Source: an optimization exercise on an open RTL-to-GDS flow (aim: small area). Production flows keep margins and buffers that such runs may drop. Only simulation tests tie the RTL to the original design; equivalence was not proved.

**flow/config.mk**
```make
export PLATFORM = sky130hd
export DESIGN_NAME = Post_top
export DESIGN_NICKNAME = Post_top
export VERILOG_FILES = /design/flow/design.v
export SDC_FILE = /design/flow/constraint.sdc
export NUM_CORES = 4
export LEC_CHECK = 0
export ABC_AREA = 1
export CAP_MARGIN = 20
export CORE_MARGIN = 2
export CORE_UTILIZATION = 50
export GPL_TIMING_DRIVEN = 0
export SLEW_MARGIN = 20
```
**flow/constraint.sdc**
```tcl
create_clock -name core_clock -period 12.0 [get_ports {clk}]
set_input_delay 2.4000 -clock core_clock [delete_from_list [all_inputs] [get_ports {clk}]]
set_output_delay 2.4000 -clock core_clock [all_outputs]
set_load 0.01 [all_outputs]
```
**flow/design.v**
```verilog
module BnMul (
  input  [14:0] r  ,
  input  [ 6:0] s1 ,
  input  [ 6:0] s2 ,
  input  [ 6:0] s3 ,
  input         one7,
  input         two7,
  input         neg7,
  output [15:0] q
);
  wire n1 = r[1] ^ r[0];
  wire n2 = r[1] & r[0];
  wire n3 = r[2] ^ r[1];
  wire n4 = n3 ^ n2;
  wire n5 = (r[2] & r[1]) | (n3 & n2);
  wire n6 = r[3] ^ r[2];
  wire n7 = n6 ^ n5;
  wire n8 = (r[3] & r[2]) | (n6 & n5);
  wire n9 = r[4] ^ r[3];
  wire n10 = n9 ^ n8;
  wire n11 = (r[4] & r[3]) | (n9 & n8);
  wire n12 = r[5] ^ r[4];
  wire n13 = n12 ^ n11;
  wire n14 = (r[5] & r[4]) | (n12 & n11);
  wire n15 = r[6] ^ r[5];
  wire n16 = n15 ^ n14;
  wire n17 = (r[6] & r[5]) | (n15 & n14);
  wire n18 = r[7] ^ r[6];
  wire n19 = n18 ^ n17;
  wire n20 = (r[7] & r[6]) | (n18 & n17);
  wire n21 = r[8] ^ r[7];
  wire n22 = n21 ^ n20;
  wire n23 = (r[8] & r[7]) | (n21 & n20);
  wire n24 = r[9] ^ r[8];
  wire n25 = n24 ^ 1'b0;
  wire n26 = (r[9] & r[8]) | (n24 & 1'b0);
  wire n27 = r[10] ^ r[9];
  wire n28 = n27 ^ n26;
  wire n29 = (r[10] & r[9]) | (n27 & n26);
  wire n30 = r[11] ^ r[10];
  wire n31 = n30 ^ n29;
  wire n32 = (r[11] & r[10]) | (n30 & n29);
  wire n33 = r[12] ^ r[11];
  wire n34 = n33 ^ n32;
  wire n35 = (r[12] & r[11]) | (n33 & n32);
  wire n36 = r[13] ^ r[12];
  wire n37 = n36 ^ n35;
  wire n38 = (r[13] & r[12]) | (n36 & n35);
  wire n39 = r[14] ^ r[13];
  wire n40 = n39 ^ n38;
  wire n41 = (r[14] & r[13]) | (n39 & n38);
  wire n42 = r[14] ^ n41;
  wire n43 = r[14] & n41;
  wire n44 = r[9] ^ r[8];
  wire n45 = n44 ^ 1'b1;
  wire n46 = (r[9] & r[8]) | (n44 & 1'b1);
  wire n47 = r[10] ^ r[9];
  wire n48 = n47 ^ n46;
  wire n49 = (r[10] & r[9]) | (n47 & n46);
  wire n50 = r[11] ^ r[10];
  wire n51 = n50 ^ n49;
  wire n52 = (r[11] & r[10]) | (n50 & n49);
  wire n53 = r[12] ^ r[11];
  wire n54 = n53 ^ n52;
  wire n55 = (r[12] & r[11]) | (n53 & n52);
  wire n56 = r[13] ^ r[12];
  wire n57 = n56 ^ n55;
  wire n58 = (r[13] & r[12]) | (n56 & n55);
  wire n59 = r[14] ^ r[13];
  wire n60 = n59 ^ n58;
  wire n61 = (r[14] & r[13]) | (n59 & n58);
  wire n62 = r[14] ^ n61;
  wire n63 = r[14] & n61;
  wire n64 = (n23 & n45) | (~n23 & n25);
  wire n65 = (n23 & n48) | (~n23 & n28);
  wire n66 = (n23 & n51) | (~n23 & n31);
  wire n67 = (n23 & n54) | (~n23 & n34);
  wire n68 = (n23 & n57) | (~n23 & n37);
  wire n69 = (n23 & n60) | (~n23 & n40);
  wire n70 = (n23 & n62) | (~n23 & n42);
  wire n71 = (n23 & n63) | (~n23 & n43);
  wire n72 = (s1[0] & r[0]) | (s3[0] & r[0]);
  wire n73 = (s1[0] & r[1]) | (s2[0] & r[0]) | (s3[0] & n1);
  wire n74 = (s1[0] & r[2]) | (s2[0] & r[1]) | (s3[0] & n4);
  wire n75 = (s1[0] & r[3]) | (s2[0] & r[2]) | (s3[0] & n7);
  wire n76 = (s1[0] & r[4]) | (s2[0] & r[3]) | (s3[0] & n10);
  wire n77 = (s1[0] & r[5]) | (s2[0] & r[4]) | (s3[0] & n13);
  wire n78 = (s1[0] & r[6]) | (s2[0] & r[5]) | (s3[0] & n16);
  wire n79 = (s1[0] & r[7]) | (s2[0] & r[6]) | (s3[0] & n19);
  wire n80 = (s1[0] & r[8]) | (s2[0] & r[7]) | (s3[0] & n22);
  wire n81 = (s1[0] & r[9]) | (s2[0] & r[8]) | (s3[0] & n64);
  wire n82 = (s1[0] & r[10]) | (s2[0] & r[9]) | (s3[0] & n65);
  wire n83 = (s1[0] & r[11]) | (s2[0] & r[10]) | (s3[0] & n66);
  wire n84 = (s1[0] & r[12]) | (s2[0] & r[11]) | (s3[0] & n67);
  wire n85 = (s1[0] & r[13]) | (s2[0] & r[12]) | (s3[0] & n68);
  wire n86 = (s1[0] & r[14]) | (s2[0] & r[13]) | (s3[0] & n69);
  wire n87 = (s2[0] & r[14]) | (s3[0] & n70);
  wire n88 = (s3[0] & n71);
  wire n89 = (s1[1] & r[0]) | (s3[1] & r[0]);
  wire n90 = (s1[1] & r[1]) | (s2[1] & r[0]) | (s3[1] & n1);
  wire n91 = (s1[1] & r[2]) | (s2[1] & r[1]) | (s3[1] & n4);
  wire n92 = (s1[1] & r[3]) | (s2[1] & r[2]) | (s3[1] & n7);
  wire n93 = (s1[1] & r[4]) | (s2[1] & r[3]) | (s3[1] & n10);
  wire n94 = (s1[1] & r[5]) | (s2[1] & r[4]) | (s3[1] & n13);
  wire n95 = (s1[1] & r[6]) | (s2[1] & r[5]) | (s3[1] & n16);
  wire n96 = (s1[1] & r[7]) | (s2[1] & r[6]) | (s3[1] & n19);
  wire n97 = (s1[1] & r[8]) | (s2[1] & r[7]) | (s3[1] & n22);
  wire n98 = (s1[1] & r[9]) | (s2[1] & r[8]) | (s3[1] & n64);
  wire n99 = (s1[1] & r[10]) | (s2[1] & r[9]) | (s3[1] & n65);
  wire n100 = (s1[1] & r[11]) | (s2[1] & r[10]) | (s3[1] & n66);
  wire n101 = (s1[1] & r[12]) | (s2[1] & r[11]) | (s3[1] & n67);
  wire n102 = (s1[1] & r[13]) | (s2[1] & r[12]) | (s3[1] & n68);
  wire n103 = (s1[1] & r[14]) | (s2[1] & r[13]) | (s3[1] & n69);
  wire n104 = (s2[1] & r[14]) | (s3[1] & n70);
  wire n105 = (s3[1] & n71);
  wire n106 = (s1[2] & r[0]) | (s3[2] & r[0]);
  wire n107 = (s1[2] & r[1]) | (s2[2] & r[0]) | (s3[2] & n1);
  wire n108 = (s1[2] & r[2]) | (s2[2] & r[1]) | (s3[2] & n4);
  wire n109 = (s1[2] & r[3]) | (s2[2] & r[2]) | (s3[2] & n7);
  wire n110 = (s1[2] & r[4]) | (s2[2] & r[3]) | (s3[2] & n10);
  wire n111 = (s1[2] & r[5]) | (s2[2] & r[4]) | (s3[2] & n13);
  wire n112 = (s1[2] & r[6]) | (s2[2] & r[5]) | (s3[2] & n16);
  wire n113 = (s1[2] & r[7]) | (s2[2] & r[6]) | (s3[2] & n19);
  wire n114 = (s1[2] & r[8]) | (s2[2] & r[7]) | (s3[2] & n22);
  wire n115 = (s1[2] & r[9]) | (s2[2] & r[8]) | (s3[2] & n64);
  wire n116 = (s1[2] & r[10]) | (s2[2] & r[9]) | (s3[2] & n65);
  wire n117 = (s1[2] & r[11]) | (s2[2] & r[10]) | (s3[2] & n66);
  wire n118 = (s1[2] & r[12]) | (s2[2] & r[11]) | (s3[2] & n67);
  wire n119 = (s1[2] & r[13]) | (s2[2] & r[12]) | (s3[2] & n68);
  wire n120 = (s1[2] & r[14]) | (s2[2] & r[13]) | (s3[2] & n69);
  wire n121 = (s2[2] & r[14]) | (s3[2] & n70);
  wire n122 = (s3[2] & n71);
  wire n123 = (s1[3] & r[0]) | (s3[3] & r[0]);
  wire n124 = (s1[3] & r[1]) | (s2[3] & r[0]) | (s3[3] & n1);
  wire n125 = (s1[3] & r[2]) | (s2[3] & r[1]) | (s3[3] & n4);
  wire n126 = (s1[3] & r[3]) | (s2[3] & r[2]) | (s3[3] & n7);
  wire n127 = (s1[3] & r[4]) | (s2[3] & r[3]) | (s3[3] & n10);
  wire n128 = (s1[3] & r[5]) | (s2[3] & r[4]) | (s3[3] & n13);
  wire n129 = (s1[3] & r[6]) | (s2[3] & r[5]) | (s3[3] & n16);
  wire n130 = (s1[3] & r[7]) | (s2[3] & r[6]) | (s3[3] & n19);
  wire n131 = (s1[3] & r[8]) | (s2[3] & r[7]) | (s3[3] & n22);
  wire n132 = (s1[3] & r[9]) | (s2[3] & r[8]) | (s3[3] & n64);
  wire n133 = (s1[3] & r[10]) | (s2[3] & r[9]) | (s3[3] & n65);
  wire n134 = (s1[3] & r[11]) | (s2[3] & r[10]) | (s3[3] & n66);
  wire n135 = (s1[3] & r[12]) | (s2[3] & r[11]) | (s3[3] & n67);
  wire n136 = (s1[3] & r[13]) | (s2[3] & r[12]) | (s3[3] & n68);
  wire n137 = (s1[3] & r[14]) | (s2[3] & r[13]) | (s3[3] & n69);
  wire n138 = (s2[3] & r[14]) | (s3[3] & n70);
  wire n139 = (s3[3] & n71);
  wire n140 = (s1[4] & r[0]) | (s3[4] & r[0]);
  wire n141 = (s1[4] & r[1]) | (s2[4] & r[0]) | (s3[4] & n1);
  wire n142 = (s1[4] & r[2]) | (s2[4] & r[1]) | (s3[4] & n4);
  wire n143 = (s1[4] & r[3]) | (s2[4] & r[2]) | (s3[4] & n7);
  wire n144 = (s1[4] & r[4]) | (s2[4] & r[3]) | (s3[4] & n10);
  wire n145 = (s1[4] & r[5]) | (s2[4] & r[4]) | (s3[4] & n13);
  wire n146 = (s1[4] & r[6]) | (s2[4] & r[5]) | (s3[4] & n16);
  wire n147 = (s1[4] & r[7]) | (s2[4] & r[6]) | (s3[4] & n19);
  wire n148 = (s1[4] & r[8]) | (s2[4] & r[7]) | (s3[4] & n22);
  wire n149 = (s1[4] & r[9]) | (s2[4] & r[8]) | (s3[4] & n64);
  wire n150 = (s1[4] & r[10]) | (s2[4] & r[9]) | (s3[4] & n65);
  wire n151 = (s1[4] & r[11]) | (s2[4] & r[10]) | (s3[4] & n66);
  wire n152 = (s1[4] & r[12]) | (s2[4] & r[11]) | (s3[4] & n67);
  wire n153 = (s1[4] & r[13]) | (s2[4] & r[12]) | (s3[4] & n68);
  wire n154 = (s1[4] & r[14]) | (s2[4] & r[13]) | (s3[4] & n69);
  wire n155 = (s2[4] & r[14]) | (s3[4] & n70);
  wire n156 = (s3[4] & n71);
  wire n157 = (s1[5] & r[0]) | (s3[5] & r[0]);
  wire n158 = (s1[5] & r[1]) | (s2[5] & r[0]) | (s3[5] & n1);
  wire n159 = (s1[5] & r[2]) | (s2[5] & r[1]) | (s3[5] & n4);
  wire n160 = (s1[5] & r[3]) | (s2[5] & r[2]) | (s3[5] & n7);
  wire n161 = (s1[5] & r[4]) | (s2[5] & r[3]) | (s3[5] & n10);
  wire n162 = (s1[5] & r[5]) | (s2[5] & r[4]) | (s3[5] & n13);
  wire n163 = (s1[5] & r[6]) | (s2[5] & r[5]) | (s3[5] & n16);
  wire n164 = (s1[5] & r[7]) | (s2[5] & r[6]) | (s3[5] & n19);
  wire n165 = (s1[5] & r[8]) | (s2[5] & r[7]) | (s3[5] & n22);
  wire n166 = (s1[5] & r[9]) | (s2[5] & r[8]) | (s3[5] & n64);
  wire n167 = (s1[5] & r[10]) | (s2[5] & r[9]) | (s3[5] & n65);
  wire n168 = (s1[5] & r[11]) | (s2[5] & r[10]) | (s3[5] & n66);
  wire n169 = (s1[5] & r[12]) | (s2[5] & r[11]) | (s3[5] & n67);
  wire n170 = (s1[5] & r[13]) | (s2[5] & r[12]) | (s3[5] & n68);
  wire n171 = (s1[5] & r[14]) | (s2[5] & r[13]) | (s3[5] & n69);
  wire n172 = (s2[5] & r[14]) | (s3[5] & n70);
  wire n173 = (s3[5] & n71);
  wire n174 = (s1[6] & r[0]) | (s3[6] & r[0]);
  wire n175 = (s1[6] & r[1]) | (s2[6] & r[0]) | (s3[6] & n1);
  wire n176 = (s1[6] & r[2]) | (s2[6] & r[1]) | (s3[6] & n4);
  wire n177 = (s1[6] & r[3]) | (s2[6] & r[2]) | (s3[6] & n7);
  wire n178 = (s1[6] & r[4]) | (s2[6] & r[3]) | (s3[6] & n10);
  wire n179 = (s1[6] & r[5]) | (s2[6] & r[4]) | (s3[6] & n13);
  wire n180 = (s1[6] & r[6]) | (s2[6] & r[5]) | (s3[6] & n16);
  wire n181 = (s1[6] & r[7]) | (s2[6] & r[6]) | (s3[6] & n19);
  wire n182 = (s1[6] & r[8]) | (s2[6] & r[7]) | (s3[6] & n22);
  wire n183 = (s1[6] & r[9]) | (s2[6] & r[8]) | (s3[6] & n64);
  wire n184 = (s1[6] & r[10]) | (s2[6] & r[9]) | (s3[6] & n65);
  wire n185 = (s1[6] & r[11]) | (s2[6] & r[10]) | (s3[6] & n66);
  wire n186 = (s1[6] & r[12]) | (s2[6] & r[11]) | (s3[6] & n67);
  wire n187 = (s1[6] & r[13]) | (s2[6] & r[12]) | (s3[6] & n68);
  wire n188 = (s1[6] & r[14]) | (s2[6] & r[13]) | (s3[6] & n69);
  wire n189 = (s2[6] & r[14]) | (s3[6] & n70);
  wire n190 = (s3[6] & n71);
  wire n191 = ((one7 & r[0])) ^ neg7;
  wire n192 = ((one7 & r[1]) | (two7 & r[0])) ^ neg7;
  wire n193 = ((one7 & r[2]) | (two7 & r[1])) ^ neg7;
  wire n194 = ((one7 & r[3]) | (two7 & r[2])) ^ neg7;
  wire n195 = ((one7 & r[4]) | (two7 & r[3])) ^ neg7;
  wire n196 = ((one7 & r[5]) | (two7 & r[4])) ^ neg7;
  wire n197 = ((one7 & r[6]) | (two7 & r[5])) ^ neg7;
  wire n198 = ((one7 & r[7]) | (two7 & r[6])) ^ neg7;
  wire n199 = ((one7 & r[8]) | (two7 & r[7])) ^ neg7;
  wire n200 = ((one7 & r[9]) | (two7 & r[8])) ^ neg7;
  wire n201 = ((one7 & r[10]) | (two7 & r[9])) ^ neg7;
  wire n202 = ((one7 & r[11]) | (two7 & r[10])) ^ neg7;
  wire n203 = ((one7 & r[12]) | (two7 & r[11])) ^ neg7;
  wire n204 = ((one7 & r[13]) | (two7 & r[12])) ^ neg7;
  wire n205 = ((one7 & r[14]) | (two7 & r[13])) ^ neg7;
  wire n206 = ((two7 & r[14])) ^ neg7;
  wire n207 = ~neg7;
  wire n208 = n84 ^ n99;
  wire n209 = n84 & n99;
  wire n210 = n85 ^ n100;
  wire n211 = n210 ^ n115;
  wire n212 = (n85 & n100) | (n210 & n115);
  wire n213 = n86 ^ n101;
  wire n214 = n213 ^ n116;
  wire n215 = (n86 & n101) | (n213 & n116);
  wire n216 = n131 ^ n146;
  wire n217 = n216 ^ n161;
  wire n218 = (n131 & n146) | (n216 & n161);
  wire n219 = n87 ^ n102;
  wire n220 = n219 ^ n117;
  wire n221 = (n87 & n102) | (n219 & n117);
  wire n222 = n132 ^ n147;
  wire n223 = n222 ^ n162;
  wire n224 = (n132 & n147) | (n222 & n162);
  wire n225 = n88 ^ n103;
  wire n226 = n225 ^ n118;
  wire n227 = (n88 & n103) | (n225 & n118);
  wire n228 = n133 ^ n148;
  wire n229 = n228 ^ n163;
  wire n230 = (n133 & n148) | (n228 & n163);
  wire n231 = n104 ^ n119;
  wire n232 = n231 ^ n134;
  wire n233 = (n104 & n119) | (n231 & n134);
  wire n234 = n149 ^ n164;
  wire n235 = n149 & n164;
  wire n236 = n105 ^ n120;
  wire n237 = n236 ^ n135;
  wire n238 = (n105 & n120) | (n236 & n135);
  wire n239 = n150 ^ n165;
  wire n240 = n150 & n165;
  wire n241 = n121 ^ n136;
  wire n242 = n241 ^ n151;
  wire n243 = (n121 & n136) | (n241 & n151);
  wire n244 = n122 ^ n137;
  wire n245 = n122 & n137;
  wire n246 = n80 ^ n95;
  wire n247 = n80 & n95;
  wire n248 = n81 ^ n96;
  wire n249 = n248 ^ n111;
  wire n250 = (n81 & n96) | (n248 & n111);
  wire n251 = n82 ^ n97;
  wire n252 = n251 ^ n112;
  wire n253 = (n82 & n97) | (n251 & n112);
  wire n254 = n127 ^ n142;
  wire n255 = n127 & n142;
  wire n256 = n83 ^ n98;
  wire n257 = n256 ^ n113;
  wire n258 = (n83 & n98) | (n256 & n113);
  wire n259 = n128 ^ n143;
  wire n260 = n259 ^ n158;
  wire n261 = (n128 & n143) | (n259 & n158);
  wire n262 = n208 ^ n114;
  wire n263 = n262 ^ n129;
  wire n264 = (n208 & n114) | (n262 & n129);
  wire n265 = n144 ^ n159;
  wire n266 = n265 ^ n174;
  wire n267 = (n144 & n159) | (n265 & n174);
  wire n268 = n209 ^ n211;
  wire n269 = n268 ^ n130;
  wire n270 = (n209 & n211) | (n268 & n130);
  wire n271 = n145 ^ n160;
  wire n272 = n271 ^ n175;
  wire n273 = (n145 & n160) | (n271 & n175);
  wire n274 = n212 ^ n214;
  wire n275 = n274 ^ n217;
  wire n276 = (n212 & n214) | (n274 & n217);
  wire n277 = n176 ^ n191;
  wire n278 = n277 ^ neg7;
  wire n279 = (n176 & n191) | (n277 & neg7);
  wire n280 = n215 ^ n218;
  wire n281 = n280 ^ n220;
  wire n282 = (n215 & n218) | (n280 & n220);
  wire n283 = n223 ^ n177;
  wire n284 = n283 ^ n192;
  wire n285 = (n223 & n177) | (n283 & n192);
  wire n286 = n221 ^ n224;
  wire n287 = n286 ^ n226;
  wire n288 = (n221 & n224) | (n286 & n226);
  wire n289 = n229 ^ n178;
  wire n290 = n289 ^ n193;
  wire n291 = (n229 & n178) | (n289 & n193);
  wire n292 = n227 ^ n230;
  wire n293 = n292 ^ n232;
  wire n294 = (n227 & n230) | (n292 & n232);
  wire n295 = n234 ^ n179;
  wire n296 = n295 ^ n194;
  wire n297 = (n234 & n179) | (n295 & n194);
  wire n298 = n233 ^ n235;
  wire n299 = n298 ^ n237;
  wire n300 = (n233 & n235) | (n298 & n237);
  wire n301 = n239 ^ n180;
  wire n302 = n301 ^ n195;
  wire n303 = (n239 & n180) | (n301 & n195);
  wire n304 = n238 ^ n240;
  wire n305 = n304 ^ n242;
  wire n306 = (n238 & n240) | (n304 & n242);
  wire n307 = n166 ^ n181;
  wire n308 = n307 ^ n196;
  wire n309 = (n166 & n181) | (n307 & n196);
  wire n310 = n243 ^ n244;
  wire n311 = n310 ^ n152;
  wire n312 = (n243 & n244) | (n310 & n152);
  wire n313 = n167 ^ n182;
  wire n314 = n313 ^ n197;
  wire n315 = (n167 & n182) | (n313 & n197);
  wire n316 = n245 ^ n138;
  wire n317 = n316 ^ n153;
  wire n318 = (n245 & n138) | (n316 & n153);
  wire n319 = n168 ^ n183;
  wire n320 = n319 ^ n198;
  wire n321 = (n168 & n183) | (n319 & n198);
  wire n322 = n139 ^ n154;
  wire n323 = n322 ^ n169;
  wire n324 = (n139 & n154) | (n322 & n169);
  wire n325 = n184 ^ n199;
  wire n326 = n184 & n199;
  wire n327 = n155 ^ n170;
  wire n328 = n327 ^ n185;
  wire n329 = (n155 & n170) | (n327 & n185);
  wire n330 = n156 ^ n171;
  wire n331 = n156 & n171;
  wire n332 = n78 ^ n93;
  wire n333 = n78 & n93;
  wire n334 = n79 ^ n94;
  wire n335 = n334 ^ n109;
  wire n336 = (n79 & n94) | (n334 & n109);
  wire n337 = n246 ^ n110;
  wire n338 = n337 ^ n125;
  wire n339 = (n246 & n110) | (n337 & n125);
  wire n340 = n247 ^ n249;
  wire n341 = n340 ^ n126;
  wire n342 = (n247 & n249) | (n340 & n126);
  wire n343 = n250 ^ n252;
  wire n344 = n343 ^ n254;
  wire n345 = (n250 & n252) | (n343 & n254);
  wire n346 = n253 ^ n255;
  wire n347 = n346 ^ n257;
  wire n348 = (n253 & n255) | (n346 & n257);
  wire n349 = n258 ^ n261;
  wire n350 = n349 ^ n263;
  wire n351 = (n258 & n261) | (n349 & n263);
  wire n352 = n264 ^ n267;
  wire n353 = n352 ^ n269;
  wire n354 = (n264 & n267) | (n352 & n269);
  wire n355 = n270 ^ n273;
  wire n356 = n355 ^ n275;
  wire n357 = (n270 & n273) | (n355 & n275);
  wire n358 = n276 ^ n279;
  wire n359 = n358 ^ n281;
  wire n360 = (n276 & n279) | (n358 & n281);
  wire n361 = n282 ^ n285;
  wire n362 = n361 ^ n287;
  wire n363 = (n282 & n285) | (n361 & n287);
  wire n364 = n288 ^ n291;
  wire n365 = n364 ^ n293;
  wire n366 = (n288 & n291) | (n364 & n293);
  wire n367 = n294 ^ n297;
  wire n368 = n367 ^ n299;
  wire n369 = (n294 & n297) | (n367 & n299);
  wire n370 = n300 ^ n303;
  wire n371 = n370 ^ n305;
  wire n372 = (n300 & n303) | (n370 & n305);
  wire n373 = n306 ^ n309;
  wire n374 = n373 ^ n311;
  wire n375 = (n306 & n309) | (n373 & n311);
  wire n376 = n312 ^ n315;
  wire n377 = n376 ^ n317;
  wire n378 = (n312 & n315) | (n376 & n317);
  wire n379 = n318 ^ n321;
  wire n380 = n379 ^ n323;
  wire n381 = (n318 & n321) | (n379 & n323);
  wire n382 = n324 ^ n326;
  wire n383 = n382 ^ n328;
  wire n384 = (n324 & n326) | (n382 & n328);
  wire n385 = n329 ^ n330;
  wire n386 = n385 ^ n186;
  wire n387 = (n329 & n330) | (n385 & n186);
  wire n388 = n331 ^ n172;
  wire n389 = n388 ^ n187;
  wire n390 = (n331 & n172) | (n388 & n187);
  wire n391 = n173 ^ n188;
  wire n392 = n173 & n188;
  wire n393 = n76 ^ n91;
  wire n394 = n76 & n91;
  wire n395 = n77 ^ n92;
  wire n396 = n395 ^ n107;
  wire n397 = (n77 & n92) | (n395 & n107);
  wire n398 = n332 ^ n108;
  wire n399 = n398 ^ n123;
  wire n400 = (n332 & n108) | (n398 & n123);
  wire n401 = n333 ^ n335;
  wire n402 = n401 ^ n124;
  wire n403 = (n333 & n335) | (n401 & n124);
  wire n404 = n336 ^ n338;
  wire n405 = n404 ^ n140;
  wire n406 = (n336 & n338) | (n404 & n140);
  wire n407 = n339 ^ n341;
  wire n408 = n407 ^ n141;
  wire n409 = (n339 & n341) | (n407 & n141);
  wire n410 = n342 ^ n344;
  wire n411 = n410 ^ n157;
  wire n412 = (n342 & n344) | (n410 & n157);
  wire n413 = n345 ^ n347;
  wire n414 = n413 ^ n260;
  wire n415 = (n345 & n347) | (n413 & n260);
  wire n416 = n348 ^ n350;
  wire n417 = n416 ^ n266;
  wire n418 = (n348 & n350) | (n416 & n266);
  wire n419 = n351 ^ n353;
  wire n420 = n419 ^ n272;
  wire n421 = (n351 & n353) | (n419 & n272);
  wire n422 = n354 ^ n356;
  wire n423 = n422 ^ n278;
  wire n424 = (n354 & n356) | (n422 & n278);
  wire n425 = n357 ^ n359;
  wire n426 = n425 ^ n284;
  wire n427 = (n357 & n359) | (n425 & n284);
  wire n428 = n360 ^ n362;
  wire n429 = n428 ^ n290;
  wire n430 = (n360 & n362) | (n428 & n290);
  wire n431 = n363 ^ n365;
  wire n432 = n431 ^ n296;
  wire n433 = (n363 & n365) | (n431 & n296);
  wire n434 = n366 ^ n368;
  wire n435 = n434 ^ n302;
  wire n436 = (n366 & n368) | (n434 & n302);
  wire n437 = n369 ^ n371;
  wire n438 = n437 ^ n308;
  wire n439 = (n369 & n371) | (n437 & n308);
  wire n440 = n372 ^ n374;
  wire n441 = n440 ^ n314;
  wire n442 = (n372 & n374) | (n440 & n314);
  wire n443 = n375 ^ n377;
  wire n444 = n443 ^ n320;
  wire n445 = (n375 & n377) | (n443 & n320);
  wire n446 = n378 ^ n380;
  wire n447 = n446 ^ n325;
  wire n448 = (n378 & n380) | (n446 & n325);
  wire n449 = n381 ^ n383;
  wire n450 = n449 ^ n200;
  wire n451 = (n381 & n383) | (n449 & n200);
  wire n452 = n384 ^ n386;
  wire n453 = n452 ^ n201;
  wire n454 = (n384 & n386) | (n452 & n201);
  wire n455 = n387 ^ n389;
  wire n456 = n455 ^ n202;
  wire n457 = (n387 & n389) | (n455 & n202);
  wire n458 = n390 ^ n391;
  wire n459 = n458 ^ n203;
  wire n460 = (n390 & n391) | (n458 & n203);
  wire n461 = n392 ^ n189;
  wire n462 = n461 ^ n204;
  wire n463 = (n392 & n189) | (n461 & n204);
  wire n464 = n190 ^ n205;
  wire n465 = n190 & n205;
  wire n466 = n74 ^ n89;
  wire n467 = n74 & n89;
  wire n468 = n75 ^ n90;
  wire n469 = n468 ^ n467;
  wire n470 = (n75 & n90) | (n468 & n467);
  wire n471 = n393 ^ n106;
  wire n472 = n471 ^ n470;
  wire n473 = (n393 & n106) | (n471 & n470);
  wire n474 = n394 ^ n396;
  wire n475 = n474 ^ n473;
  wire n476 = (n394 & n396) | (n474 & n473);
  wire n477 = n397 ^ n399;
  wire n478 = n477 ^ n476;
  wire n479 = (n397 & n399) | (n477 & n476);
  wire n480 = n400 ^ n402;
  wire n481 = n480 ^ n479;
  wire n482 = (n400 & n402) | (n480 & n479);
  wire n483 = n403 ^ n405;
  wire n484 = n483 ^ n482;
  wire n485 = (n403 & n405) | (n483 & n482);
  wire n486 = n406 ^ n408;
  wire n487 = n486 ^ n485;
  wire n488 = (n406 & n408) | (n486 & n485);
  wire n489 = n409 ^ n411;
  wire n490 = n489 ^ n488;
  wire n491 = (n409 & n411) | (n489 & n488);
  wire n492 = n412 ^ n414;
  wire n493 = n492 ^ n491;
  wire n494 = (n412 & n414) | (n492 & n491);
  wire n495 = n415 ^ n417;
  wire n496 = n495 ^ n494;
  wire n497 = (n415 & n417) | (n495 & n494);
  wire n498 = n418 ^ n420;
  wire n499 = n498 ^ n497;
  wire n500 = (n418 & n420) | (n498 & n497);
  wire n501 = n421 ^ n423;
  wire n502 = n501 ^ n500;
  wire n503 = (n421 & n423) | (n501 & n500);
  wire n504 = n424 ^ n426;
  wire n505 = n504 ^ n503;
  wire n506 = (n424 & n426) | (n504 & n503);
  wire n507 = n427 ^ n429;
  wire n508 = n507 ^ n506;
  wire n509 = (n427 & n429) | (n507 & n506);
  wire n510 = n430 ^ n432;
  wire n511 = n510 ^ n509;
  wire n512 = (n430 & n432) | (n510 & n509);
  wire n513 = n433 ^ n435;
  wire n514 = n513 ^ n512;
  wire n515 = (n433 & n435) | (n513 & n512);
  wire n516 = n436 ^ n438;
  wire n517 = n516 ^ n515;
  wire n518 = (n436 & n438) | (n516 & n515);
  wire n519 = n439 ^ n441;
  wire n520 = n519 ^ 1'b0;
  wire n521 = (n439 & n441) | (n519 & 1'b0);
  wire n522 = n442 ^ n444;
  wire n523 = n522 ^ n521;
  wire n524 = (n442 & n444) | (n522 & n521);
  wire n525 = n445 ^ n447;
  wire n526 = n525 ^ n524;
  wire n527 = (n445 & n447) | (n525 & n524);
  wire n528 = n448 ^ n450;
  wire n529 = n528 ^ n527;
  wire n530 = (n448 & n450) | (n528 & n527);
  wire n531 = n451 ^ n453;
  wire n532 = n531 ^ n530;
  wire n533 = (n451 & n453) | (n531 & n530);
  wire n534 = n454 ^ n456;
  wire n535 = n534 ^ n533;
  wire n536 = (n454 & n456) | (n534 & n533);
  wire n537 = n457 ^ n459;
  wire n538 = n537 ^ n536;
  wire n539 = (n457 & n459) | (n537 & n536);
  wire n540 = n460 ^ n462;
  wire n541 = n540 ^ n539;
  wire n542 = (n460 & n462) | (n540 & n539);
  wire n543 = n463 ^ n464;
  wire n544 = n543 ^ n542;
  wire n545 = (n463 & n464) | (n543 & n542);
  wire n546 = n465 ^ n206;
  wire n547 = n546 ^ n545;
  wire n548 = (n465 & n206) | (n546 & n545);
  wire n549 = n207 ^ 1'b1;
  wire n550 = n549 ^ n548;
  wire n551 = (n207 & 1'b1) | (n549 & n548);
  wire n552 = n439 ^ n441;
  wire n553 = n552 ^ 1'b1;
  wire n554 = (n439 & n441) | (n552 & 1'b1);
  wire n555 = n442 ^ n444;
  wire n556 = n555 ^ n554;
  wire n557 = (n442 & n444) | (n555 & n554);
  wire n558 = n445 ^ n447;
  wire n559 = n558 ^ n557;
  wire n560 = (n445 & n447) | (n558 & n557);
  wire n561 = n448 ^ n450;
  wire n562 = n561 ^ n560;
  wire n563 = (n448 & n450) | (n561 & n560);
  wire n564 = n451 ^ n453;
  wire n565 = n564 ^ n563;
  wire n566 = (n451 & n453) | (n564 & n563);
  wire n567 = n454 ^ n456;
  wire n568 = n567 ^ n566;
  wire n569 = (n454 & n456) | (n567 & n566);
  wire n570 = n457 ^ n459;
  wire n571 = n570 ^ n569;
  wire n572 = (n457 & n459) | (n570 & n569);
  wire n573 = n460 ^ n462;
  wire n574 = n573 ^ n572;
  wire n575 = (n460 & n462) | (n573 & n572);
  wire n576 = n463 ^ n464;
  wire n577 = n576 ^ n575;
  wire n578 = (n463 & n464) | (n576 & n575);
  wire n579 = n465 ^ n206;
  wire n580 = n579 ^ n578;
  wire n581 = (n465 & n206) | (n579 & n578);
  wire n582 = n207 ^ 1'b1;
  wire n583 = n582 ^ n581;
  wire n584 = (n207 & 1'b1) | (n582 & n581);
  wire n585 = (n518 & n553) | (~n518 & n520);
  wire n586 = (n518 & n556) | (~n518 & n523);
  wire n587 = (n518 & n559) | (~n518 & n526);
  wire n588 = (n518 & n562) | (~n518 & n529);
  wire n589 = (n518 & n565) | (~n518 & n532);
  wire n590 = (n518 & n568) | (~n518 & n535);
  wire n591 = (n518 & n571) | (~n518 & n538);
  wire n592 = (n518 & n574) | (~n518 & n541);
  wire n593 = (n518 & n577) | (~n518 & n544);
  wire n594 = (n518 & n580) | (~n518 & n547);
  wire n595 = (n518 & n583) | (~n518 & n550);
  wire [30:0] p = {n595, n594, n593, n592, n591, n590, n589, n588, n587, n586, n585, n517, n514, n511, n508, n505, n502, n499, n496, n493, n490, n487, n484, n481, n478, n475, n472, n469, n466, n73, n72};
  wire        ovf = p[30:26] != {5{p[30]}};
  assign q = ovf ? {p[30], {15{~p[30]}}} : p[26:11];
endmodule
module Post_top #(
  parameter INT_BITS  = 4,
  parameter POX       = 4,
  parameter POY       = 4,
  parameter CHANNEL_N = 2
) (
  input                             clk              ,
  input                             rst              ,
  input  [CHANNEL_N*POY*POX*16-1:0] mac_to_serializer,
  input                             mac_output_valid ,
  input  [         $clog2(POY)-1:0] mac_valid_number ,
  input  [                    15:0] K                ,
  input  [                    15:0] B                ,
  input  [              POX*16-1:0] bias             ,
  output [              POX*16-1:0] relu_out         ,
  output                            relu_out_valid   ,
  output [              POX*16-1:0] post_out         ,
  output                            post_out_valid   ,
  output [            POX/2*16-1:0] pooling_out      ,
  output                            pooling_out_valid
);
  reg  [447:0] chain;
  reg          active;
  reg  [  2:0] cnt;        
  reg  [  1:0] rm1;        
  wire [447:0] chain_n = {64'd0, {64{1'b1}}, 64'd0, {64{1'b1}}, 64'd0, {64{1'b1}}, 64'd0};
  always @(posedge clk) begin
    if (mac_output_valid) chain[383:0] <= mac_to_serializer[447:64] ^ chain_n[383:0];
    else                  chain[383:0] <= chain[447:64] ^ chain_n[447:64] ^ chain_n[383:0];
    chain[447:384] <= mac_to_serializer[511:448];
  end
  always @(posedge clk or posedge rst) begin
    if (rst) begin
      active <= 1'b0;
      cnt    <= 3'd0;
      rm1    <= 2'd0;
    end
    else if (mac_output_valid) begin
      active <= 1'b1;
      cnt    <= 3'd1;
      rm1    <= mac_valid_number - 1'b1;
    end
    else if (active) begin
      cnt <= cnt + 1'b1;
      if (cnt == {rm1, 1'b1}) active <= 1'b0;
    end
  end
  wire [ 1:0] slot = (cnt > {1'b0, rm1}) ? ~rm1 : 2'd0;
  reg  [63:0] chain_row;
  always @(*) begin
    case (slot)
      2'd0:    chain_row =  chain[ 63:  0];
      2'd1:    chain_row = ~chain[127: 64];
      2'd2:    chain_row =  chain[191:128];
      default: chain_row = ~chain[255:192];
    endcase
  end
  wire [63:0] row    = mac_output_valid ? mac_to_serializer[63:0] : chain_row;
  wire        row_ok = mac_output_valid | active;
  reg  [59:0] relu_r;
  reg         v1, v2;
  genvar x, i;
  generate
    for (x = 0; x < POX; x = x + 1) begin : g_relu
      wire [15:0] a = row[16*x +: 16];
      wire [15:0] b = bias[16*x +: 16];
      wire [15:0] h = a ^ b;
      wire [16:0] c;
      assign c[0] = 1'b0;
      for (i = 0; i < 16; i = i + 1) begin : g_c
        assign c[i+1] = (a[i] & b[i]) | (h[i] & c[i]);
      end
      wire [15:0] s = h ^ c[15:0];
      always @(posedge clk) relu_r[15*x +: 15] <= s[15] ? 15'd0 : s[14:0];
      assign relu_out[16*x +: 16] = {1'b0, relu_r[15*x +: 15]};
    end
  endgenerate
  always @(posedge clk or posedge rst) begin
    if (rst) begin
      v1 <= 1'b0;
      v2 <= 1'b0;
    end
    else begin
      v1 <= row_ok;
      v2 <= v1;
    end
  end
  assign relu_out_valid = v1;
  reg  [ 6:0] s1, s2, s3;
  reg         one7, two7, neg7;
  always @(posedge clk) begin : p_digits
    integer j;
    for (j = 0; j < 7; j = j + 1) begin
      s1[j] <= ~K[2*j+1] &  K[2*j];
      s2[j] <=  K[2*j+1] & ~K[2*j];
      s3[j] <=  K[2*j+1] &  K[2*j];
    end
    one7 <= K[14];
    two7 <= K[15] & ~K[14];
    neg7 <= K[15];
  end
  reg [63:0] q_r;
  generate
    for (x = 0; x < POX; x = x + 1) begin : g_mul
      wire [15:0] q;
      BnMul U_BnMul (
        .r   (relu_r[15*x +: 15]),
        .s1  (s1                ),
        .s2  (s2                ),
        .s3  (s3                ),
        .one7(one7              ),
        .two7(two7              ),
        .neg7(neg7              ),
        .q   (q                 )
      );
      always @(posedge clk) q_r[16*x +: 16] <= q;
    end
  endgenerate
  generate
    for (x = 0; x < POX; x = x + 1) begin : g_bn
      wire [15:0] a = q_r[16*x +: 16];
      wire [15:0] h = a ^ B;
      wire [16:0] c;
      assign c[0] = 1'b0;
      for (i = 0; i < 16; i = i + 1) begin : g_c
        assign c[i+1] = (a[i] & B[i]) | (h[i] & c[i]);
      end
      assign post_out[16*x +: 16] = h ^ c[15:0];
    end
  endgenerate
  assign post_out_valid = v2;
  reg        second;
  reg [31:0] pool_r;
  reg        pool_valid;
  generate
    for (x = 0; x < POX/2; x = x + 1) begin : g_pool
      wire [15:0] a = post_out[32*x +: 16];
      wire [15:0] b = post_out[32*x+16 +: 16];
      wire [15:0] m = pool_r[16*x +: 16];
      wire [16:0] ab, ma, mb;
      assign ab[0] = 1'b0;
      assign ma[0] = 1'b0;
      assign mb[0] = 1'b0;
      for (i = 0; i < 16; i = i + 1) begin : g_cmp
        if (i < 15) begin : g_lo
          assign ab[i+1] = (a[i] & ~b[i]) | (a[i] & ab[i]) | (~b[i] & ab[i]);
          assign ma[i+1] = (m[i] & ~a[i]) | (m[i] & ma[i]) | (~a[i] & ma[i]);
          assign mb[i+1] = (m[i] & ~b[i]) | (m[i] & mb[i]) | (~b[i] & mb[i]);
        end
        else begin : g_hi
          assign ab[i+1] = (~a[i] & b[i]) | (~a[i] & ab[i]) | (b[i] & ab[i]);
          assign ma[i+1] = (~m[i] & a[i]) | (~m[i] & ma[i]) | (a[i] & ma[i]);
          assign mb[i+1] = (~m[i] & b[i]) | (~m[i] & mb[i]) | (b[i] & mb[i]);
        end
      end
      wire [15:0] ab_max = ab[16] ? a : b;
      always @(posedge clk)
        pool_r[16*x +: 16] <= (second & ma[16] & mb[16]) ? m : ab_max;
    end
  endgenerate
  always @(posedge clk or posedge rst) begin
    if (rst) begin
      second     <= 1'b0;
      pool_valid <= 1'b0;
    end
    else begin
      if (v2) second <= ~second;
      pool_valid <= v2 & second;
    end
  end
  assign pooling_out       = pool_r;
  assign pooling_out_valid = pool_valid;
endmodule
```
**flow/flow/run.sh**
```bash
#!/bin/bash
# The standard layout with these changes:
#  - synthesis maps with an area-oriented ABC script (flow/abc_area.script)
#    and skips the generic pre-mapping ABC pass (synth -noabc); the
#    registers, their names and cell types are those of the standard
#    synthesis;
#  - the port buffers are the smallest buffer (buf_1) rather than the one
#    buffer_ports picks by default;
#  - CTS uses clkbuf_8 for larger sink clusters and no dummy loads.
# make's output goes to a log per call here; ORFS's step logs are under orfs/logs/.
set -euo pipefail
rm -rf scripts_local
cp -r "$FLOW_HOME/scripts" scripts_local
cp flow/abc_area.script scripts_local/abc_area.script
bash standard.sh "SCRIPTS_DIR=$PWD/scripts_local" "SYNTH_ARGS=-noabc" synth > make_synth.log 2>&1
bash standard.sh "BUFFER_PORTS_ARGS=-buffer_cell sky130_fd_sc_hd__buf_1" \
  "CTS_ARGS=-sink_clustering_enable -repair_clock_nets -buf_list sky130_fd_sc_hd__clkbuf_8 -sink_clustering_size 16 -sink_clustering_max_diameter 60 -dont_use_dummy_load" \
  finish > make_finish.log 2>&1
```
**flow/flow/abc_area.script**
```
strash
dc2
dch -f
amap
topo
```
**flow/standard.sh**
```bash
#!/bin/bash
# synth_recipe.tcl (not shown) runs the flow's synth.tcl, then flattens the netlist and writes it again
# the make line also repeats each setting of config.mk as NAME=value (left out here)
make -C /OpenROAD-flow-scripts/flow DESIGN_CONFIG=/design/flow/config.mk WORK_HOME=/design/flow/orfs CLKGATE_MAP_FILE= SYNTH_SCRIPT=/design/flow/synth_recipe.tcl "${@:-finish}"
```
==> impl_summary.log, run 1 <==
INFO  metric fin_hold_ws = roughly 370 ps
INFO  metric clock_skew = roughly 110 ps
INFO  metric min_period = about 12000 ps
INFO  metric die_y = approximately 290 um
INFO  metric synth-xor-area-share = 0%
INFO  metric crit_path_frequent_cell = fa_1
INFO  metric worstPathMaxFanout = 5
INFO  metric slew_violations = 0
INFO  metric placed_cells_incl_taps = 5952
INFO  metric library_cell_with_the_highest_instance_count_after_synthesis = fa_1
INFO  metric fin_tns_setup = 0 ps
INFO  metric mapped_area = roughly 42000 um2
INFO  metric max_freq = ~0.085 GHz
INFO  metric timing.slew.headroom = 19.1%
INFO  metric cts_tree = done
INFO  metric fp.dieArea = 86500 um2
INFO  metric synth_cells = just over 4000
INFO  metric min_path_cells = 1
INFO  metric hold_path.class = flop to flop
INFO  metric synth-edff-count = 32
INFO  metric wl_per_cell = approximately 26 um
INFO  metric detail_route.drc_violations = 0
INFO  metric vias_in_the_first_global_route = around 38000
INFO  metric clock_slew_seen_by_the_registers_of_the_worst_setup_and_hold_paths = around 100 ps
INFO  metric synth-seq-cells = roughly 640
INFO  metric design_area = about 50000 um2
INFO  metric clock_tree.htree_level_count = 3
INFO  metric core_area = around 83000 um2
INFO  metric synth_adder_area_share = 32.4%
INFO  metric yosys-top-cells-count = fa_1, dfxtp_1, o21ai_0
INFO  metric rr_endpoint = q_r[41]$_DFF_P_
INFO  metric setup_violations = 0
INFO  metric largest_incremental_delay_on_the_critical_path = approximately 430 ps
INFO  metric area_occupied_by_multi_input_gates = between 20000 and 30000 um2
INFO  metric instances_no_fill = 6088
INFO  metric cts-buffers-inserted = 66
INFO  metric max-clock-path-buffers = 3
INFO  metric antenna_found_initial = 9
INFO  metric dominant_combinational_cell_family_by_area_after_synthesis = adder cells
INFO  metric die_width = approximately 290 um
INFO  metric regArea = 13200 um2
INFO  metric crit_path_end_kind = output port
INFO  metric detailedRoute.firstIterationViolations = around 4300
INFO  metric critPathBufInv = 2
INFO  metric maximum_number_of_pins_on_one_net_before_global_route_repair = 141
INFO  metric outcome = no timing/DRC/antenna violations
INFO  metric globalRouteOverflowTotal = 0
INFO  metric synth_cell_type_count = 36
INFO  metric post-dp-hpwl = 115000 um
INFO  metric synth_top_cells_by_area = fa_1, dfxtp_1, o21ai_0, o22ai_1, a22oi_1
INFO  metric critical_path.startpoint_type = primary input
INFO  metric cts-root-buf = clkbuf_8
INFO  metric place_area = 47400 um2
INFO  metric place_worst_setup_slack = -1130 ps
INFO  metric utilization_after_layout = 59.6%
INFO  metric place.port_buffers = between 700 and 800
INFO  metric ys_dominant_reg_cell = dfxtp_1
INFO  metric fillCellCount = between 7000 and 8000
INFO  metric num-nets-final = approximately 6400
INFO  metric post-synth-top-area-cell = fa_1
INFO  metric cts_num_sinks = between 600 and 700
INFO  metric hp-start = chain[363]$_DFF_P_
INFO  metric finalWeightedCongestion = between 0.9 and 1
INFO  metric async_reset_ff_share = around 1.6%
INFO  metric required = between 9000 and 10000 ps
INFO  metric reported_max_cap_violation_count = 0
INFO  metric reg2reg_setup_slack = roughly 300 ps
INFO  metric crit-reg2reg-launch = relu_r[30]$_SDFF_PP0_
INFO  metric seq_area_frac_synth = 31.2%
INFO  metric firstDrtPassIters = 9
INFO  metric number_of_cell_rows = roughly 110
INFO  metric design.portCount = around 780
INFO  metric simple_logic_cell_fraction_of_the_synthesized_area = under 10%
INFO  metric cp_top_family = adder cells
INFO  metric final_layout_size_suffix_gt1_share = between 7 and 8%
INFO  metric detail_route.wirelength = about 160000 um
INFO  metric crit_chain = buf_1 -> ha_1 -> fa_1 -> fa_1 -> fa_1 -> fa_1 -> fa_1 -> fa_1 -> fa_1 -> fa_1 -> fa_1 -> fa_1 -> fa_1 -> fa_1 -> fa_1 -> fa_1 -> a21oi_1 -> nor2_1 -> a21oi_2 -> buf_1
INFO  metric timing.final.crit_share = between 90 and 100%
INFO  metric synth_top_area_share = 28.5%
INFO  metric drtAntennaViolNets = 0
INFO  metric worst_slew_pin_slew = around 1200 ps
INFO  metric timing.final.hold_violations = 0
INFO  metric clk_latency = ~740 ps
INFO  metric r2r.worst_path.cells = 34
INFO  metric grt_pass1_wl = about 230000 um
INFO  metric fin_ws = approximately 190 ps
INFO  metric end_of_the_worst_hold_path = chain[299]$_DFF_P_
INFO  metric crit_arrival = ~9400 ps
INFO  metric floorplan.initialDensity = between 50 and 60%
INFO  metric avgSynthCellArea = 10.4 um2
INFO  metric layout-area-overhead-vs-synth = 18.2%
INFO  metric crit_slowest_cell = fa_1
INFO  metric post_drt_via_cell_ratio = ~6.3
INFO  metric yosys_warnings = 1
INFO  metric hold_buffers = 0
INFO  metric post_synthesis_compound_gate_area_fraction = between 20% and 30%
INFO  metric grt_use_total = between 30% and 40%
INFO  metric synth.area.mux_share = 0%
INFO  metric detailroute.via_count = ~38000
INFO  metric worst-setup-path-type = primary input to output port
-- worst max-delay path by stage --
stage / start / to / depth (start not counted)
2_1_floorplan: relu_r[16]$_SDFF_PP0_ / q_r[25]$_DFF_P_ / 31
4_1_cts: relu_r[46]$_SDFF_PP0_ / q_r[51]$_DFF_P_ / 29
3_5_place_dp: mac_output_valid / relu_r[24]$_SDFF_PP0_ / 32
3_3_place_gp: mac_output_valid / relu_r[15]$_SDFF_PP0_ / 22
6_report: B[0] / post_out[15] / 20
5_1_grt: relu_r[30]$_SDFF_PP0_ / q_r[32]$_DFF_P_ / 37
-- what timing repair did --
item / 4_1_cts / 5_1_grt
buffers inserted: 17 / 44
setup endpoints to repair: 109 / 110
pin swaps: 12 / 43
resized for setup: 76 / 142
gates cloned: 1 / 4
-- layer usage --
metal / vias up / global-route usage [%] / routed length [um]
li1: 17047 / - / -
met2: 2100 / 56.2 / 72500
met5: - / 0.227 / 23
met1: 18757 / 46.1 / 61500
met3: 345 / 9.06 / 16500
met4: 4 / 14.1 / 7210
-- sequential cells by signal (all words and copies together) (netlist names) --
register,count
active,1
chain,448
cnt,3
neg7,1
one7,1
pool_r,32
pool_valid,1
q_r,64
relu_r,60
rm1,2
s1,7
s2,7
s3,7
second,1
two7,1
v1,1
v2,1
-- worst reg2reg max path: cells and delay by family (launching register included) --
family / cells / cell delay (ps)
AO/OA/AOI/OAI: 6 / 1300
buffers and inverters: 6 / 740
flip-flops: 1 / 360
adder cells (fa/ha/maj): 22 / 9200
-- cell usage in the layout (no fill, tap or decap), drive strengths merged, types with 3 or more instances in the layout --
| master | synthesis | layout |
|---|---|---|
| a222oi | 105 | 105 |
| clkinvlp | 0 | 5 |
| ha | 131 | 131 |
| clkinv | 316 | 310 |
| o32ai | 4 | 4 |
| buf | 8 | 881 |
| o221a | 5 | 5 |
| a41oi | 8 | 8 |
| a22oi | 266 | 266 |
| inv | 0 | 3 |
| a22o | 20 | 20 |
| dfxtp | 596 | 596 |
| o41ai | 8 | 8 |
| nand3 | 6 | 6 |
| o221ai | 112 | 112 |
| o32a | 60 | 60 |
| o21bai | 9 | 9 |
| dfrtp | 10 | 10 |
| nor2 | 242 | 242 |
| a21o | 58 | 58 |
| or2 | 45 | 45 |
| o21a | 5 | 5 |
| o21ai | 546 | 547 |
| diode | 0 | 4 |
| fa | 600 | 600 |
| o22ai | 320 | 320 |
| nor2b | 66 | 66 |
| nand2 | 378 | 378 |
| a31o | 20 | 20 |
| o211ai | 3 | 3 |
| edfxtp | 32 | 32 |
| conb | 1 | 4 |
| clkbuf | 0 | 70 |
| a21oi | 47 | 47 |
| a221oi | 22 | 22 |
-- cell families (layout without fill, tap and decap cells) --
logic type,after synthesis,in the layout
DFF,638,638
and+or+nand+nor,737,737
buffers and inverters,324,1270
adders and majority gates,731,731
other,1,8
AOI/OAI and AO/OA,1623,1624
-- layout make-up --
cell class,instances,share of cell area [%]
Clock buffer,66,1.83
Buffer,8,0.121
Timing Repair inverter,2,0.0453
Inverter,316,2.53
Antenna cell,4,0.0201
Multi-Input combinational cell,3096,57.4
Timing Repair Buffer,878,8.77
Tap cell,1080,2.72
Sequential cell,638,26.6
==> run 2: changes to the inputs <==
--- a/flow/design.v
+++ b/flow/design.v
@@ -518,8 +518,8 @@
   wire n508 = n507 ^ n506;
   wire n509 = (n427 & n429) | (n507 & n506);
   wire n510 = n430 ^ n432;
-  wire n511 = n510 ^ n509;
-  wire n512 = (n430 & n432) | (n510 & n509);
+  wire n511 = n510 ^ 1'b0;
+  wire n512 = (n430 & n432) | (n510 & 1'b0);
   wire n513 = n433 ^ n435;
   wire n514 = n513 ^ n512;
   wire n515 = (n433 & n435) | (n513 & n512);
@@ -527,83 +527,96 @@
   wire n517 = n516 ^ n515;
   wire n518 = (n436 & n438) | (n516 & n515);
   wire n519 = n439 ^ n441;
-  wire n520 = n519 ^ 1'b0;
-  wire n521 = (n439 & n441) | (n519 & 1'b0);
+  wire n520 = n519 ^ n518;
+  wire n521 = (n439 & n441) | (n519 & n518);
   wire n522 = n442 ^ n444;
   wire n523 = n522 ^ n521;
   wire n524 = (n442 & n444) | (n522 & n521);
   wire n525 = n445 ^ n447;
   wire n526 = n525 ^ n524;
   wire n527 = (n445 & n447) | (n525 & n524);
-  wire n528 = n448 ^ n450;
-  wire n529 = n528 ^ n527;
-  wire n530 = (n448 & n450) | (n528 & n527);
-  wire n531 = n451 ^ n453;
+  wire n528 = n430 ^ n432;
+  wire n529 = n528 ^ 1'b1;
+  wire n530 = (n430 & n432) | (n528 & 1'b1);
+  wire n531 = n433 ^ n435;
   wire n532 = n531 ^ n530;
-  wire n533 = (n451 & n453) | (n531 & n530);
-  wire n534 = n454 ^ n456;
+  wire n533 = (n433 & n435) | (n531 & n530);
+  wire n534 = n436 ^ n438;
   wire n535 = n534 ^ n533;
-  wire n536 = (n454 & n456) | (n534 & n533);
-  wire n537 = n457 ^ n459;
+  wire n536 = (n436 & n438) | (n534 & n533);
+  wire n537 = n439 ^ n441;
   wire n538 = n537 ^ n536;
-  wire n539 = (n457 & n459) | (n537 & n536);
-  wire n540 = n460 ^ n462;
+  wire n539 = (n439 & n441) | (n537 & n536);
+  wire n540 = n442 ^ n444;
   wire n541 = n540 ^ n539;
-  wire n542 = (n460 & n462) | (n540 & n539);
-  wire n543 = n463 ^ n464;
+  wire n542 = (n442 & n444) | (n540 & n539);
+  wire n543 = n445 ^ n447;
   wire n544 = n543 ^ n542;
-  wire n545 = (n463 & n464) | (n543 & n542);
-  wire n546 = n465 ^ n206;
-  wire n547 = n546 ^ n545;
-  wire n548 = (n465 & n206) | (n546 & n545);
-  wire n549 = n207 ^ 1'b1;
-  wire n550 = n549 ^ n548;
-  wire n551 = (n207 & 1'b1) | (n549 & n548);
-  wire n552 = n439 ^ n441;
-  wire n553 = n552 ^ 1'b1;
-  wire n554 = (n439 & n441) | (n552 & 1'b1);
-  wire n555 = n442 ^ n444;
-  wire n556 = n555 ^ n554;
-  wire n557 = (n442 & n444) | (n555 & n554);
-  wire n558 = n445 ^ n447;
-  wire n559 = n558 ^ n557;
-  wire n560 = (n445 & n447) | (n558 & n557);
-  wire n561 = n448 ^ n450;
-  wire n562 = n561 ^ n560;
-  wire n563 = (n448 & n450) | (n561 & n560);
-  wire n564 = n451 ^ n453;
-  wire n565 = n564 ^ n563;
-  wire n566 = (n451 & n453) | (n564 & n563);
-  wire n567 = n454 ^ n456;
-  wire n568 = n567 ^ n566;
-  wire n569 = (n454 & n456) | (n567 & n566);
-  wire n570 = n457 ^ n459;
-  wire n571 = n570 ^ n569;
-  wire n572 = (n457 & n459) | (n570 & n569);
-  wire n573 = n460 ^ n462;
-  wire n574 = n573 ^ n572;
-  wire n575 = (n460 & n462) | (n573 & n572);
-  wire n576 = n463 ^ n464;
-  wire n577 = n576 ^ n575;
-  wire n578 = (n463 & n464) | (n576 & n575);
-  wire n579 = n465 ^ n206;
-  wire n580 = n579 ^ n578;
-  wire n581 = (n465 & n206) | (n579 & n578);
-  wire n582 = n207 ^ 1'b1;
-  wire n583 = n582 ^ n581;
-  wire n584 = (n207 & 1'b1) | (n582 & n581);
-  wire n585 = (n518 & n553) | (~n518 & n520);
-  wire n586 = (n518 & n556) | (~n518 & n523);
-  wire n587 = (n518 & n559) | (~n518 & n526);
-  wire n588 = (n518 & n562) | (~n518 & n529);
-  wire n589 = (n518 & n565) | (~n518 & n532);
-  wire n590 = (n518 & n568) | (~n518 & n535);
-  wire n591 = (n518 & n571) | (~n518 & n538);
-  wire n592 = (n518 & n574) | (~n518 & n541);
-  wire n593 = (n518 & n577) | (~n518 & n544);
-  wire n594 = (n518 & n580) | (~n518 & n547);
-  wire n595 = (n518 & n583) | (~n518 & n550);
-  wire [30:0] p = {n595, n594, n593, n592, n591, n590, n589, n588, n587, n586, n585, n517, n514, n511, n508, n505, n502, n499, n496, n493, n490, n487, n484, n481, n478, n475, n472, n469, n466, n73, n72};
+  wire n545 = (n445 & n447) | (n543 & n542);
+  wire n546 = (n509 & n529) | (~n509 & n511);
+  wire n547 = (n509 & n532) | (~n509 & n514);
+  wire n548 = (n509 & n535) | (~n509 & n517);
+  wire n549 = (n509 & n538) | (~n509 & n520);
+  wire n550 = (n509 & n541) | (~n509 & n523);
+  wire n551 = (n509 & n544) | (~n509 & n526);
+  wire n552 = (n509 & n545) | (~n509 & n527);
+  wire n553 = n448 ^ n450;
+  wire n554 = n553 ^ 1'b0;
+  wire n555 = (n448 & n450) | (n553 & 1'b0);
+  wire n556 = n451 ^ n453;
+  wire n557 = n556 ^ n555;
+  wire n558 = (n451 & n453) | (n556 & n555);
+  wire n559 = n454 ^ n456;
+  wire n560 = n559 ^ n558;
+  wire n561 = (n454 & n456) | (n559 & n558);
+  wire n562 = n457 ^ n459;
+  wire n563 = n562 ^ n561;
+  wire n564 = (n457 & n459) | (n562 & n561);
+  wire n565 = n460 ^ n462;
+  wire n566 = n565 ^ n564;
+  wire n567 = (n460 & n462) | (n565 & n564);
+  wire n568 = n463 ^ n464;
+  wire n569 = n568 ^ n567;
+  wire n570 = (n463 & n464) | (n568 & n567);
+  wire n571 = n465 ^ n206;
+  wire n572 = n571 ^ n570;
+  wire n573 = (n465 & n206) | (n571 & n570);
+  wire n574 = n207 ^ 1'b1;
+  wire n575 = n574 ^ n573;
+  wire n576 = (n207 & 1'b1) | (n574 & n573);
+  wire n577 = n448 ^ n450;
+  wire n578 = n577 ^ 1'b1;
+  wire n579 = (n448 & n450) | (n577 & 1'b1);
+  wire n580 = n451 ^ n453;
+  wire n581 = n580 ^ n579;
+  wire n582 = (n451 & n453) | (n580 & n579);
+  wire n583 = n454 ^ n456;
+  wire n584 = n583 ^ n582;
+  wire n585 = (n454 & n456) | (n583 & n582);
+  wire n586 = n457 ^ n459;
+  wire n587 = n586 ^ n585;
+  wire n588 = (n457 & n459) | (n586 & n585);
+  wire n589 = n460 ^ n462;
+  wire n590 = n589 ^ n588;
+  wire n591 = (n460 & n462) | (n589 & n588);
+  wire n592 = n463 ^ n464;
+  wire n593 = n592 ^ n591;
+  wire n594 = (n463 & n464) | (n592 & n591);
+  wire n595 = n465 ^ n206;
+  wire n596 = n595 ^ n594;
+  wire n597 = (n465 & n206) | (n595 & n594);
+  wire n598 = n207 ^ 1'b1;
+  wire n599 = n598 ^ n597;
+  wire n600 = (n207 & 1'b1) | (n598 & n597);
+  wire n601 = (n552 & n578) | (~n552 & n554);
+  wire n602 = (n552 & n581) | (~n552 & n557);
+  wire n603 = (n552 & n584) | (~n552 & n560);
+  wire n604 = (n552 & n587) | (~n552 & n563);
+  wire n605 = (n552 & n590) | (~n552 & n566);
+  wire n606 = (n552 & n593) | (~n552 & n569);
+  wire n607 = (n552 & n596) | (~n552 & n572);
+  wire n608 = (n552 & n599) | (~n552 & n575);
+  wire [30:0] p = {n608, n607, n606, n605, n604, n603, n602, n601, n551, n550, n549, n548, n547, n546, n508, n505, n502, n499, n496, n493, n490, n487, n484, n481, n478, n475, n472, n469, n466, n73, n72};
   wire        ovf = p[30:26] != {5{p[30]}};
   assign q = ovf ? {p[30], {15{~p[30]}}} : p[26:11];
 endmodule
==> run 2 against run 1 <==
Net effect:
- still clean on timing, DRC and antenna
- critical path type unchanged
- non-clock buffer count is 62 lower
- final cell count is 0.72% higher
- highest routed layer unchanged
- final area is 2.1% lower
- count of clock-buffer cells in the layout is 11 lower
- die area is 0.44% higher
==> impl_summary.log, run 2 <==
INFO  metric crit_path_end_kind = output port
INFO  metric fillCellCount = 7668 (+2.0%)
INFO  metric largest_reg_flops = 448 (unchanged)
INFO  metric async_reset_ff_share = 1.57% (unchanged)
INFO  metric reported_max_cap_violation_count = 0 (unchanged)
INFO  metric crit_slowest_cell = fa_1
INFO  metric vias_in_the_first_global_route = 37730 (-0.46%)
INFO  metric required = 9600 ps (about the same)
INFO  metric post-dp-hpwl = 113000 um (-1.8%)
INFO  metric worst_slew_pin_slew = 1260 ps (+58.2 ps)
INFO  metric dominant_combinational_cell_family_by_area_after_synthesis = adder cells
INFO  metric die_y = 295 um (+0.22%)
INFO  metric avgSynthCellArea = 10.3 um2 (-1.1%)
INFO  metric most-common-layout-cells = buf_1, fa_1, dfxtp_1
INFO  metric design.portCount = 776 (unchanged)
INFO  metric clock_skew = 99.8 ps (-14.5 ps)
INFO  metric synth-seq-cells = 638 (unchanged)
INFO  metric globalRouteOverflowTotal = 0 (unchanged)
INFO  metric max-clock-path-buffers = 3 (unchanged)
INFO  metric fp.dieArea = 86900 um2 (+0.44%)
INFO  metric detailedRoute.firstIterationViolations = 4422 (+3.6%)
INFO  metric final_layout_size_suffix_gt1_share = 3.54% (-4.0 points)
INFO  metric core_area = 83700 um2 (+0.32%)
INFO  metric hold_buffers = 0 (unchanged)
INFO  metric timing.final.crit_share = 98.2% (-0.27 points)
INFO  metric rr_endpoint = q_r[56]$_DFF_P_
INFO  metric hold_path.class = flop to flop
INFO  metric simple_logic_cell_fraction_of_the_synthesized_area = 7.30% (+0.045 points)
INFO  metric place.port_buffers = 771 (unchanged)
INFO  metric reg2reg_setup_slack = 420 ps (+120 ps)
INFO  metric synth_cells = 4117 (+1.6%)
INFO  metric largest_incremental_delay_on_the_critical_path = 420 ps (about the same)
INFO  metric critical_path.startpoint_type = primary input
INFO  metric wl_per_cell = 25.5 um (-1.4%)
INFO  metric synth-edff-count = 32 (unchanged)
INFO  metric synth_top_area_share = 28.6% (+0.064 points)
INFO  metric detail_route.drc_violations = 0 (unchanged)
INFO  metric detail_route.wirelength = 157000 um (-0.73%)
INFO  metric clock_tree.htree_level_count = 2 (-1)
INFO  metric number_of_cell_rows = 106 (unchanged)
INFO  metric crit_path_frequent_cell = fa_1
INFO  metric cts_tree = done
INFO  metric library_cell_with_the_highest_instance_count_after_synthesis = fa_1
INFO  metric synth_cell_type_count = 37 (+2.8%)
INFO  metric min_period = 11780 ps (-32.6 ps)
INFO  metric placed_cells_incl_taps = 6067 (+1.9%)
INFO  metric seq_area_frac_synth = 31.1% (-0.14 points)
INFO  metric yosys-top-cells-count = fa_1, dfxtp_1, o21ai_0
INFO  metric worst-setup-path-type = primary input to output port
INFO  metric timing.slew.headroom = 15.2% (-3.9 points)
INFO  metric crit-reg2reg-launch = relu_r[46]$_SDFF_PP0_
INFO  metric detailroute.via_count = 38338 (+0.22%)
INFO  metric cts-buffers-inserted = 55 (-17%)
INFO  metric num-nets-final = 6355 (+0.079%)
INFO  metric post-synth-top-area-cell = fa_1
INFO  metric synth_top_cells_by_area = fa_1, dfxtp_1, o21ai_0, o22ai_1, a22oi_1
INFO  metric layout.cells.most_common = buf_1
INFO  metric fin_ws = 218 ps (+32.6 ps)
INFO  metric firstDrtPassIters = 10 (+1)
INFO  metric crit_arrival = 9380 ps (-30 ps)
INFO  metric synth_adder_area_share = 32.8% (+0.40 points)
INFO  metric post_drt_via_cell_ratio = 6.25 (-0.50%)
INFO  metric outcome = no timing/DRC/antenna violations
INFO  metric largest_registers = chain x448, q_r x64, relu_r x60
INFO  metric layout-area-overhead-vs-synth = 15.2%
INFO  metric instances_no_fill = 6132 (+0.72%)
INFO  metric mapped_area = 42300 um2 (+0.44%)
INFO  metric finalWeightedCongestion = 0.912 (-2.1%)
INFO  metric startpoint = B[0]
INFO  metric synth-xor-area-share = 0% (unchanged)
INFO  metric crit_chain = buf_1 -> ha_1 -> fa_1 -> fa_1 -> fa_1 -> fa_1 -> fa_1 -> fa_1 -> fa_1 -> fa_1 -> fa_1 -> fa_1 -> fa_1 -> fa_1 -> fa_1 -> fa_1 -> nor2_1 -> a21oi_1 -> o21ai_0 -> clkinv_1 -> buf_1
INFO  metric design_area = 48700 um2 (-2.1%)
INFO  metric synth.area.mux_share = 0% (unchanged)
INFO  metric setup_violations = 0 (unchanged)
INFO  metric die_width = 295 um (+0.22%)
INFO  metric worstPathMaxFanout = 4 (-1)
INFO  metric timing.critical_path.to = post_out[31]
INFO  metric clock_slew_seen_by_the_registers_of_the_worst_setup_and_hold_paths = 100 ps (about the same)
INFO  metric post_synthesis_compound_gate_area_fraction = 25.5% (-0.56 points)
INFO  metric top_register = chain
INFO  metric yosys_warnings = 1 (unchanged)
INFO  metric maximum_number_of_pins_on_one_net_before_global_route_repair = 132 (-6.4%)
INFO  metric clk_latency = 720 ps (-20 ps)
INFO  metric timing.final.hold_violations = 0 (unchanged)
INFO  metric cts-root-buf = clkbuf_8
INFO  metric antenna_found_initial = 7 (-2)
INFO  metric place_area = 47600 um2 (+0.46%)
INFO  metric drtAntennaViolNets = 0 (unchanged)
INFO  metric max_freq = 0.0849 GHz (+0.28%)
INFO  metric ys_dominant_reg_cell = dfxtp_1
INFO  metric min_path_cells = 1 (unchanged)
INFO  metric cts_num_sinks = 638 (unchanged)
INFO  metric r2r.worst_path.cells = 32 (-5.9%)
INFO  metric floorplan.initialDensity = 50.5% (+0.063 points)
INFO  metric place_worst_setup_slack = -854 ps (+279 ps)
INFO  metric slew_violations = 0 (unchanged)
INFO  metric grt_use_total = 34.9% (-0.46 points)
INFO  metric grt_pass1_wl = 231000 um (-0.90%)
==> run 2: critical path: cells and delay by family <==
family | cells | cell delay, ps
adder cells (fa/ha/maj) | 15 | 5860
AO/OA/AOI/OAI | 2 | 450
buffers and inverters | 3 | 540
AND/OR/NAND/NOR | 1 | 100
==> run 2: kinds of logic after synthesis <==
group           count (synthesis)
compound gates               1611
fa+ha+maj                     747
buf+inv                       354
flops                         638
other cells                     1
simple gates                  766
==> run 2: routing by layer <==
layer	routed length, um	up-vias	track usage, %
met3	17300	430	9.81
met2	72100	2204	55.7
met1	60300	18637	45.1
met4	6780	4	13.0
li1	-	17063	-
met5	30	-	0
==> run 2: worst min-delay path by stage <==
stage / from / endpoint
2_1_floorplan: chain[320]$_DFF_P_ / chain[256]$_DFF_P_
5_1_grt: chain[355]$_DFF_P_ / chain[291]$_DFF_P_
6_report: chain[119]$_DFF_P_ / chain[55]$_DFF_P_
4_1_cts: chain[119]$_DFF_P_ / chain[55]$_DFF_P_
3_5_place_dp: v1$_DFF_PP0_ / v2$_DFF_PP0_
3_3_place_gp: v1$_DFF_PP0_ / v2$_DFF_PP0_
==> run 2: metrics by stage <==
| stage | utilization [%] | TNS, ps | hold WS [ps] |
|---|---|---|---|
| after floorplan | - | 0 | 388 |
| after global placement | 55.7 | -8078170 | 361 |
| after detailed placement | 56.9 | -52980 | 366 |
| after CTS | 57.9 | 0 | 384 |
| after global routing | 58.2 | -257 | 385 |
| final | 58.2 | 0 | 377 |
==> run 2: cell type report <==
cell class              count  area, um2  share of cell area [%]
multi-input cells        3128      28000                    57.5
flip-flops and latches    638      13200                    27.1
repair buffers            816       3850                    7.91
well taps                1134       1420                    2.92
inverters                 346       1360                    2.78
clock buffers              55        757                    1.56
plain buffers               8       60.1                   0.123
repair inverters            2       22.5                  0.0463
diodes                      5       12.5                  0.0257
==> run 2: repair_timing <==
item,CTS,global route
endpoints found under the setup margin,62,122
gates resized for setup,19,35
setup buffers,0,0
cloned,0,4

-- afterwards: timing with drivers on the ports --
The flow's constraints put no driver on any port. The routed layouts listed below were extracted and timed again, unchanged, in two steps. Step 1: set_driving_cell puts a clkbuf_16 on clk and a buf_2 on each other input, an assumption about the parent block. Step 2 also shifts input and output timing later by t, the mid clock arrival at the registers, as if the neighbouring blocks saw the same clock. Three values: ideal, step 1, step 2; two values: the first two.
run | t, ns | setup slack, ns | worst setup path at the end
run 1 | 0.754 | 0.186 / 0.164 / -0.454 | input to register
run 2 | 0.744 | 0.218 / 0.185 / -0.399 | input to register
Met with ideal ports but missed after step 2: setup timing in run 1 and run 2. The setup slack of run 1, which loses most, moves by -0.022 ns with the drivers and by -0.640 ns with both steps.
